This design comes from an exercise in tuning for a short achievable clock period and few clock cycles on the open sky130 flow, not from production work.
For this run, only the layout was checked, not whether the RTL still works.
Power is estimated from default activity; no workload was simulated.

### design.v
`timescale 1ns/100ps
module pfx_add #(parameter W = 32) (a, b, cin, sum, cout);
  input  [W-1:0] a, b;
  input          cin;
  output [W-1:0] sum;
  output         cout;
  localparam L = $clog2(W);
  wire [W-1:0] p0 = a ^ b;
  wire [W-1:0] g0 = a & b;
  wire [W-1:0] G [0:L];
  wire [W-1:0] P [0:L];
  assign G[0] = {g0[W-1:1], g0[0] | (p0[0] & cin)};
  assign P[0] = p0;
  genvar l, i;
  generate
    for (l = 0; l < L; l = l + 1) begin : lv
      for (i = 0; i < W; i = i + 1) begin : bt
        if (i >= (1 << l)) begin : c
          assign G[l+1][i] = G[l][i] | (P[l][i] & G[l][i-(1<<l)]);
          assign P[l+1][i] = P[l][i] & P[l][i-(1<<l)];
        end else begin : n
          assign G[l+1][i] = G[l][i];
          assign P[l+1][i] = P[l][i];
        end
      end
    end
  endgenerate
  assign sum  = p0 ^ {G[L][W-2:0], cin};
  assign cout = G[L][W-1];
endmodule
module alu (a, b, y, cin, funct, sum, log_out, shf_out, stat);
  input  [31:0] a;
  input  [31:0] b;
  input  [31:0] y;
  input         cin;
  input  [3:0]  funct;
  output [31:0] sum;
  output [31:0] log_out;
  output [31:0] shf_out;
  output [3:0]  stat;     
  wire cout;
  pfx_add #(32) add (.a (a), .b (y), .cin (cin), .sum (sum), .cout (cout));
  wire [31:0] zt = (a ^ y) ^ {a[30:0] | y[30:0], cin};
  wire fsb = (funct == 4'd2);
  assign stat[3] = cin ? ~cout : cout;
  assign stat[2] = (~(fsb ^ a[31] ^ b[31])) & (fsb ^ b[31] ^ sum[31]);
  assign stat[1] = sum[31];
  assign stat[0] = ~|zt;
  reg [31:0] lo;
  always @(*)
    case (funct[1:0])
      2'b00: lo = ~a;
      2'b01: lo = a | b;
      2'b10: lo = a & b;
      default: lo = a ^ b;
    endcase
  assign log_out = lo;
  reg [31:0] so;
  reg [63:0] rot;
  always @(*) begin
    rot = 64'h0;
    case (funct[1:0])
      2'b10: so = a >> b;
      2'b11: so = a << b;
      2'b00: begin
        rot = {a, a} >> b[4:0];
        so = rot[31:0];
      end
      default: begin
        rot = {a, a} << b[4:0];
        so = rot[63:32];
      end
    endcase
  end
  assign shf_out = so;
endmodule
`timescale 1ns/100ps
module rf (clk, sa, sb, rdata_a, rdata_b, we1, d1, we2, d2);
  input         clk;
  input  [15:0] sa, sb;
  output [31:0] rdata_a, rdata_b;
  input  [15:0] we1, we2;
  input  [31:0] d1, d2;
  wire [31:0] oa [0:15];
  wire [31:0] ob [0:15];
  assign oa[0] = 32'h00000000;
  assign ob[0] = 32'h00000000;
  genvar i;
  generate
    for (i = 1; i < 16; i = i + 1) begin : r
      reg [31:0] q;
      always @(posedge clk)
        if (we1[i])
          q <= d1;
        else if (we2[i])
          q <= d2;
      assign oa[i] = oa[i-1] | ({32{sa[i]}} & q);
      assign ob[i] = ob[i-1] | ({32{sb[i]}} & q);
    end
  endgenerate
  assign rdata_a = oa[15];
  assign rdata_b = ob[15];
endmodule
`timescale 1ns/100ps
module sisc (clk, rst_f, imem_addr, imem_rdata, dmem_addr, dmem_wdata, dmem_we, dmem_rdata, halted);
  input         clk, rst_f;
  output [15:0] imem_addr;
  input  [31:0] imem_rdata;
  output [15:0] dmem_addr;
  output [31:0] dmem_wdata;
  output        dmem_we;
  input  [31:0] dmem_rdata;
  output        halted;
  localparam LOD = 4'd1, STR = 4'd2, SWAP = 4'd3, BRA = 4'd4, BRR = 4'd5, BNE = 4'd6,
             ALU = 4'd8, HLT = 4'd15;
  reg  [15:0] pc;
  reg  [3:0]  stat;           
  reg         halt_q;
  reg         d_valid;
  reg  [3:0]  d_mm;
  reg  [3:0]  d_rs;
  reg  [15:0] d_imm;
  reg  [15:0] d_sa, d_sb;     
  reg  [15:0] d_alt;          
  reg         d_br;           
  reg         d_inv;          
  reg         d_hlt;
  reg         d_ldst_reg;     
  reg         d_lod, d_str, d_swp, d_alu, d_immf, d_sub, d_wfl;
  reg  [15:0] d_w1;           
  reg  [15:0] d_w2;           
  reg         d_sel_add, d_sel_log, d_sel_shf;
  reg         fa1, fa2, fb1, fb2;    
  reg  [31:0] e_a, e_b, e_y;
  reg         e_cin;
  reg  [3:0]  e_funct;
  reg         e_fl;           
  reg         e_str;          
  reg  [15:0] e_addr;
  reg  [15:0] e_we1, e_we2;   
  reg         e_sel_add, e_sel_log, e_sel_shf, e_sel_mem, e_sel_swp;
  wire [31:0] sum, log_out, shf_out;
  wire [3:0]  e_stat;
  alu my_alu (.a (e_a), .b (e_b), .y (e_y), .cin (e_cin), .funct (e_funct),
              .sum (sum), .log_out (log_out), .shf_out (shf_out), .stat (e_stat));
  wire [31:0] e_d1 = ({32{e_sel_add}} & sum)
                   | ({32{e_sel_log}} & log_out)
                   | ({32{e_sel_shf}} & shf_out)
                   | ({32{e_sel_mem}} & dmem_rdata)
                   | ({32{e_sel_swp}} & e_a);
  wire [31:0] e_d2 = e_b;
  assign dmem_addr  = e_addr;
  assign dmem_wdata = e_b;
  assign dmem_we    = e_str;
  assign imem_addr  = pc;
  assign halted     = halt_q;
  wire [31:0] rf_a, rf_b;
  rf my_rf (.clk (clk), .sa (d_sa), .sb (d_sb), .rdata_a (rf_a), .rdata_b (rf_b),
            .we1 (e_we1), .d1 (e_d1), .we2 (e_we2), .d2 (e_d2));
  wire [31:0] d_a = fa1 ? e_d1 : fa2 ? e_d2 : rf_a;
  wire        fb0 = ~fb1 & ~fb2;
  wire        y_imm = d_immf;
  wire        y_p1 = ~d_immf & ~d_sub & fb1;
  wire        y_n1 = ~d_immf &  d_sub & fb1;
  wire        y_p2 = ~d_immf & ~d_sub & ~fb1 & fb2;
  wire        y_n2 = ~d_immf &  d_sub & ~fb1 & fb2;
  wire        y_pr = ~d_immf & ~d_sub & fb0;
  wire        y_nr = ~d_immf &  d_sub & fb0;
  wire [31:0] d_b = fb1 ? e_d1 : fb2 ? e_d2 : rf_b;
  wire [31:0] d_y = ({32{y_imm}} & {{16{d_imm[15]}}, d_imm})
                  | ({32{y_p1}} & e_d1) | ({32{y_n1}} & ~e_d1)
                  | ({32{y_p2}} & e_d2) | ({32{y_n2}} & ~e_d2)
                  | ({32{y_pr}} & rf_b) | ({32{y_nr}} & ~rf_b);
  wire d_hazard = d_valid & d_ldst_reg & (fa1 | fa2);
  wire [15:0] d_addr;
  wire        d_addr_co;
  pfx_add #(16) aadd (.a (rf_a[15:0]), .b (d_imm), .cin (1'b0), .sum (d_addr), .cout (d_addr_co));
  wire [3:0] s_fwd = e_fl ? e_stat : stat;
  wire       d_cond = |(d_mm & s_fwd);
  wire       d_redirect = d_br & (d_cond ^ d_inv);
  wire       d_halt = d_valid & d_hlt;
  wire       d_go = d_valid & ~d_hlt & ~d_hazard & ~halt_q;    
  wire [31:0] f_ir = imem_rdata;
  wire [3:0]  f_op = f_ir[31:28];
  wire [3:0]  f_mm = f_ir[27:24];
  wire [3:0]  f_rs = f_ir[23:20];
  wire [3:0]  f_rt = f_ir[19:16];
  wire [3:0]  f_rd = f_ir[15:12];
  wire [15:0] f_imm = f_ir[15:0];
  wire [3:0]  f_fn = f_ir[3:0];
  wire        f_immm = (f_mm == 4'd8);
  wire        f_lod = (f_op == LOD);
  wire        f_str = (f_op == STR);
  wire        f_swp = (f_op == SWAP);
  wire        f_alu = (f_op == ALU);
  wire        f_bne = (f_op == BNE);
  wire        f_brr = (f_op == BRR);
  wire        f_is_br = (f_op == BRA) | f_brr | f_bne;
  wire        f_hlt = (f_op == HLT);
  wire        f_stable = ~(d_valid & d_wfl) & ~e_fl;
  wire        f_cond = |(f_mm & stat);
  wire        f_exact = f_bne ? ~f_cond : f_cond;
  wire [15:0] pc_inc, f_rel, f_dif_unused;
  wire        pc_inc_co, f_rel_co, f_ge;
  pfx_add #(16) inc  (.a (pc), .b (16'h0000), .cin (1'b1), .sum (pc_inc), .cout (pc_inc_co));
  pfx_add #(16) radd (.a (pc), .b (f_imm), .cin (1'b1), .sum (f_rel), .cout (f_rel_co));
  pfx_add #(16) cmp  (.a (pc), .b (~f_imm), .cin (1'b1), .sum (f_dif_unused), .cout (f_ge));
  wire        f_back = f_brr ? f_imm[15] : f_ge;
  wire        f_pred = f_is_br & (f_stable ? f_exact : f_back);
  wire [15:0] f_target = f_brr ? f_rel : f_imm;
  wire [15:0] f_next = f_pred ? f_target : pc_inc;
  wire [15:0] f_alt = ~f_is_br ? pc : f_pred ? pc_inc : f_target;
  wire [3:0]  f_dst = (f_alu & ~f_immm) ? f_rd : f_rt;
  wire        f_w1 = (f_alu | f_lod | f_swp) & (f_dst != 4'd0);
  wire        f_w2 = f_swp & (f_rs != 4'd0);
  wire        f_uses_a = ~((f_lod | f_str) & f_immm);
  function [15:0] onehot (input [3:0] x);
    onehot = 16'h0001 << x;
  endfunction
  wire [15:0] f_rs_oh = onehot(f_rs);
  wire [15:0] f_rt_oh = onehot(f_rt);
  always @(posedge clk or negedge rst_f)
    if (!rst_f) begin
      pc      <= 16'h0000;
      d_valid <= 1'b0;
      halt_q  <= 1'b0;
      stat    <= 4'b0000;
      e_str   <= 1'b0;
      e_fl    <= 1'b0;
      e_we1   <= 16'h0000;
      e_we2   <= 16'h0000;
    end else begin
      if (e_fl)
        stat <= e_stat;
      if (d_halt)
        halt_q <= 1'b1;
      if (d_valid & (d_redirect | d_hazard))
        pc <= d_alt;
      else
        pc <= f_next;
      d_valid <= ~halt_q & ~d_halt & ~(d_valid & (d_redirect | d_hazard));
      e_str   <= d_go & d_str;
      e_fl    <= d_go & d_wfl;
      e_we1   <= d_go ? d_w1 : 16'h0000;
      e_we2   <= d_go ? d_w2 : 16'h0000;
    end
  always @(posedge clk) begin
    d_mm       <= f_mm;
    d_rs       <= f_rs;
    d_imm      <= f_imm;
    d_sa       <= f_uses_a ? (f_rs_oh & 16'hFFFE) : 16'h0000;
    d_sb       <= f_rt_oh & 16'hFFFE;
    d_alt      <= f_alt;
    d_br       <= f_is_br;
    d_inv      <= f_bne ^ f_pred;
    d_hlt      <= f_hlt;
    d_ldst_reg <= (f_lod | f_str) & ~f_immm;
    d_lod      <= f_lod;
    d_str      <= f_str;
    d_swp      <= f_swp;
    d_alu      <= f_alu;
    d_immf     <= f_alu & f_immm;
    d_sub      <= f_alu & ~f_immm & (f_fn == 4'd2);
    d_wfl      <= f_alu & ((f_fn == 4'd1) | (f_fn == 4'd2));
    d_w1       <= f_w1 ? onehot(f_dst) : 16'h0000;
    d_w2       <= f_w2 ? f_rs_oh : 16'h0000;
    d_sel_add  <= f_alu & (f_immm | (f_fn[3:2] == 2'b00));
    d_sel_log  <= f_alu & ~f_immm & (f_fn[3:2] == 2'b01);
    d_sel_shf  <= f_alu & ~f_immm & (f_fn[3:2] == 2'b10);
    fa1 <= d_valid & |(d_w1 & f_rs_oh);
    fa2 <= d_valid & |(d_w2 & f_rs_oh);
    fb1 <= d_valid & |(d_w1 & f_rt_oh);
    fb2 <= d_valid & |(d_w2 & f_rt_oh);
    e_a       <= d_a;
    e_b       <= d_b;
    e_y       <= d_y;
    e_cin     <= d_sub;
    e_funct   <= d_imm[3:0];
    e_addr    <= d_addr;
    e_sel_add <= d_sel_add;
    e_sel_log <= d_sel_log;
    e_sel_shf <= d_sel_shf;
    e_sel_mem <= d_lod;
    e_sel_swp <= d_swp;
  end
endmodule
### run.sh
#!/bin/bash
# synth_recipe.tcl (not shown) runs the flow's synth.tcl, then flattens the netlist and writes it again
# the make line also repeats each setting of config.mk as NAME=value (left out here)
make -C /OpenROAD-flow-scripts/flow DESIGN_CONFIG=/design/flow/config.mk WORK_HOME=/design/flow/orfs CLKGATE_MAP_FILE= SYNTH_SCRIPT=/design/flow/synth_recipe.tcl finish
### config.mk
export PLATFORM = sky130hd
export DESIGN_NAME = sisc
export DESIGN_NICKNAME = sisc
export VERILOG_FILES = /design/flow/design.v
export SDC_FILE = /design/flow/constraint.sdc
export NUM_CORES = 4
export LEC_CHECK = 0
export ABC_CLOCK_PERIOD_IN_PS = 2500
export CAP_MARGIN = 20
export CORE_MARGIN = 2
export CORE_UTILIZATION = 35
export SETUP_SLACK_MARGIN = 4.5
export SLEW_MARGIN = 20
### constraint.sdc
create_clock -name core_clock -period 7.0 [get_ports {clk}]
set_input_delay 1.4000 -clock core_clock [delete_from_list [all_inputs] [get_ports {clk}]]
set_output_delay 1.4000 -clock core_clock [all_outputs]
set_load 0.01 [all_outputs]
==> summary.txt <==
Status: complete, no violations
Hold WC Path Type: flip-flop to flip-flop
Hold Path Depth: 0
Die width: 377.3 um
Sink Count: 771
WP data required: 7.55 ns
Max-slew violation count: 0
Post-synth cell types: 98
Total number of vias: 49287
DR pass1 iterations: 10
Static Leak: 23.96 nW
Max-cap violations: 0
Pwr Density: 289.8 nW/um2
Critical path capture point type: flip-flop
Critical Path Max Stage Delay: 0.58 ns
Post-synth ARST share: 7.004%
GR Overflow Total: 0
Fillers: 12370
XOR/XNOR Fraction of Synth Area: 2.011%
Buffers on Ports: 131
Yosys Warn Count: 5
Adder-Cell Fraction of Synth Area: 4.601%
Root Driver: clkbuf_16
Post-layout minimum cycle time: 3.815 ns
Detailed Route WL: 245700 um
Slowest-stage cell, CP: mux4_2
Reg with most FFs: my_rf.r.q
Remaining antenna violation count: 0
CTS HTree Levels: 3
RD Place Congestion: 0.9894
Largest family of logic cells by synthesized area: compound AO/OA/AOI/OAI gates
First-pass GRT wire length: 340600 um
Clk_skew: 0.03722 ns
Worst EP arrival: 4.36 ns
Core area: 137800 um2
Antenna violations before repair: 4
DRC violation count after routing: 0
CTS buffer count: 84
Final Hold Viols: 0
Worst-Margin Slew: 1.266 ns
Largest net degree at the start of global routing: 70
WS Path Type: flip-flop to flip-flop
Period utilization: 54.50%
Simple-gate share of the synthesized area: 12.67%
Final HPWL DP: 137100 um
Fin nets: 5689
Layout cells sized above 1: 36.57%
Initial DRC Count: 9406
Total track usage: 33.09%
Sequential element share of the synthesized area: 42.70%
Vias in the first global route: 46373
Initial Utilization: 35.39%
Cts-stage hold buffer count: 0
Cell Chain, Critical Path: buf_6 > buf_12 > mux4_2 > mux4_2 > mux4_2 > a32oi_4 > o221a_1 > buf_12 > nand2_4 > o21ai_2 > xor2_1 > o21ai_1
Number of enable flip-flop cells after synthesis: 512
Mapped Cells: 5079
Avg Vias per Cell: 6.736
Reg2Reg Depth: 12
Unrepaired setup endpoints after global routing: true
P&R area growth vs syn: 34.51%
Setup Total Neg Slack: 0 ns
Synth Register Bits: 771
Power Total: 0.01901 W
Syn avg cell area: 9.605 um2
CP most frequent cell: mux4_2
WL/cell: 33.58 um
Rel. slew slack: 15.51%
CTS tree: yes
Clock-pin slew on the worst setup and hold paths: 0.07 ns
Critical Path Source Type: flip-flop
Worst hold margin: 0.3260 ns
Die area: 142400 um2
Peak Freq: 0.2621 GHz
Max FO, Critical Path: 9
Max FFs per register: 480
Synth Cell Area: 48780 um2
I/O pin count: 132
Row count: 136
Final setup vio count: 0
Mux cell area share after synthesis: 10.29%
Synth Flop Type: edfxtp_1
Synth Area in Compound Gates: 21.99%
Die Span Y: 377.3 um
Worst-skew pair later-pin latency: 0.72 ns
Max clock buf depth: 3
Peak supply drop: 0.0001808 V
[cell families after synthesis]
| family | Yosys count |
|---|---|
| flip-flops | 771 |
| adder cells (fa/ha/maj) | 177 |
| buffers and inverters | 694 |
| XOR/XNOR | 112 |
| multiplexers | 330 |
| AND/OR/NAND/NOR | 1365 |
| other | 1 |
| AO/OA/AOI/OAI | 1629 |
[worst paths after layout]
check | start | endpoint | slack (ns)
setup / recovery | e_b[0] | e_y[15] | 3.19
hold / removal | d_sel_add | e_sel_add | 0.33
setup reg to reg | e_b[0] | e_y[15] | 3.19
hold reg to reg | d_sel_add | e_sel_add | 0.33
max in group asynchronous | rst_f | e_we1[1] | 5.48
min in group asynchronous | rst_f | pc[13] | 0.82
[layer usage]
layer | routed length (um) | part of all wire, % | GRT usage (%)
met5 | 0 | 0 | 0.1029
met4 | 19730 | 8.0 | 19.24
met3 | 39630 | 16 | 12.86
met2 | 98400 | 40 | 46.66
met1 | 87970 | 36 | 42.75
[critical path: cells and delay by family, from the launching register on]
family | cells | cell delay [ns]
buffers and inverters | 3 | 0.43
and+or+nand+nor | 1 | 0.05
AOI/OAI and AO/OA | 4 | 0.85
muxes | 3 | 1.70
xor gates and xnor gates | 1 | 0.15
DFF | 1 | 0.42
[cell usage after synthesis (26+ instances only)]
master,instances,area (um2)
nor2_1,780,2928
a21oi_1,721,3608
edfxtp_1,512,15370
clkbuf_1,353,1325
a22oi_1,295,2215
dfxtp_1,205,4104
inv_1,193,724.4
ha_1,173,2165
nand2_1,135,506.7
mux2i_1,124,1241
mux4_2,117,2635
o21ai_0,113,565.5
xnor2_1,86,753.2
buf_2,75,375.4
a222oi_1,74,740.7
and3_1,74,462.9
nand3_1,74,370.4
nand4_1,73,456.7
a221oi_1,72,630.6
mux2_2,72,810.8
a22o_1,69,604.3
nor3_1,55,275.3
buf_1,54,202.7
dfrtp_1,54,1351
and2_1,42,262.8
nand2b_1,34,212.7
a31oi_1,30,187.7
o22ai_1,28,175.2
o21a_1,26,195.2
xor2_1,26,227.7
[power breakdown]
group / leakage [nW] / internal [W] / switching, W
clock network: 1.37 / 0.00259 / 0.00205
logic: 15.5 / 0.00395 / 0.00479
registers: 7.10 / 0.00529 / 0.000347
total: 24.0 / 0.0118 / 0.00719
[through the flow]
| stage | cells | setup WS (ns) | area (um2) | util, % |
|---|---|---|---|---|
| global placement | 6640 | 1.583 | 53570 | 38.86 |
| floorplan | 5080 | 3.259 | 51580 | - |
| detailed placement | 6640 | 1.500 | 53570 | 38.87 |
| CTS | 7212 | 3.336 | 63700 | 46.21 |
| global route | 7314 | 3.124 | 65610 | 47.60 |
| finish | 7317 | 3.185 | 65620 | 47.61 |
[cell type report]
type	count	area, um2	area share (%)
clock inverter	42	332.8	0.5072
timing repair buffer	770	9258	14.11
inverter	198	792.0	1.207
sequential	771	21130	32.20
multi-input combinational	3621	29380	44.78
tap	1794	2245	3.421
antenna	5	12.51	0.01907
clock buffer	116	2462	3.753
[layout by cell type (no fill, tap or decap), drive strengths merged, types with 38 or more instances in the layout]
cell / synthesis / routed
nor2: 781 / 781
a21oi: 726 / 726
buf: 143 / 691
edfxtp: 512 / 512
a22oi: 296 / 296
dfxtp: 205 / 205
inv: 196 / 201
ha: 173 / 173
nand2: 138 / 138
clkbuf: 353 / 136
o21ai: 126 / 126
mux2i: 125 / 125
mux4: 124 / 124
xnor2: 86 / 86
mux2: 81 / 81
a221oi: 78 / 78
a222oi: 74 / 74
and3: 74 / 74
nand3: 74 / 74
nand4: 73 / 73
a22o: 69 / 69
nor3: 57 / 57
dfrtp: 54 / 54
and2: 43 / 43
a31oi: 32 / 38
[repair_timing]
| action | 4_1_cts | 5_1_grt |
|---|---|---|
| resized for setup | 1074 | 205 |
| endpoints found under the setup margin | 748 | 696 |
| pin swaps | 137 | 111 |
| buffers inserted | 365 | 88 |
| gates cloned | 49 | 12 |

==> what the ideal ports hide <==
No port has a modelled driver above. Below, the same layout with a new extraction and two added sets of constraints. Step 1: set_driving_cell puts a clkbuf_16 on clk and a buf_2 on each other input, an assumption about the parent block. Step 2, shift: input delay + t, output delay - t, t = (earliest + latest rising clock arrival at the registers) / 2. This alone moves slack from input paths to output paths. Three values: no drivers, after step 1, after step 2; two values: the first two.
t, ns: 0.780
setup slack, ns: 3.185 / 3.185 / 2.866
hold slack, ns: 0.326 / 0.326 / 0.326
latest minus earliest clock arrival (ns): 0.039 / 0.039
slew at the worst register clock pin (ns): 0.07 / 0.07
After both steps this run still meets setup and hold. The setup slack of this run moves by 0.000 ns with the drivers and by -0.319 ns with both steps.
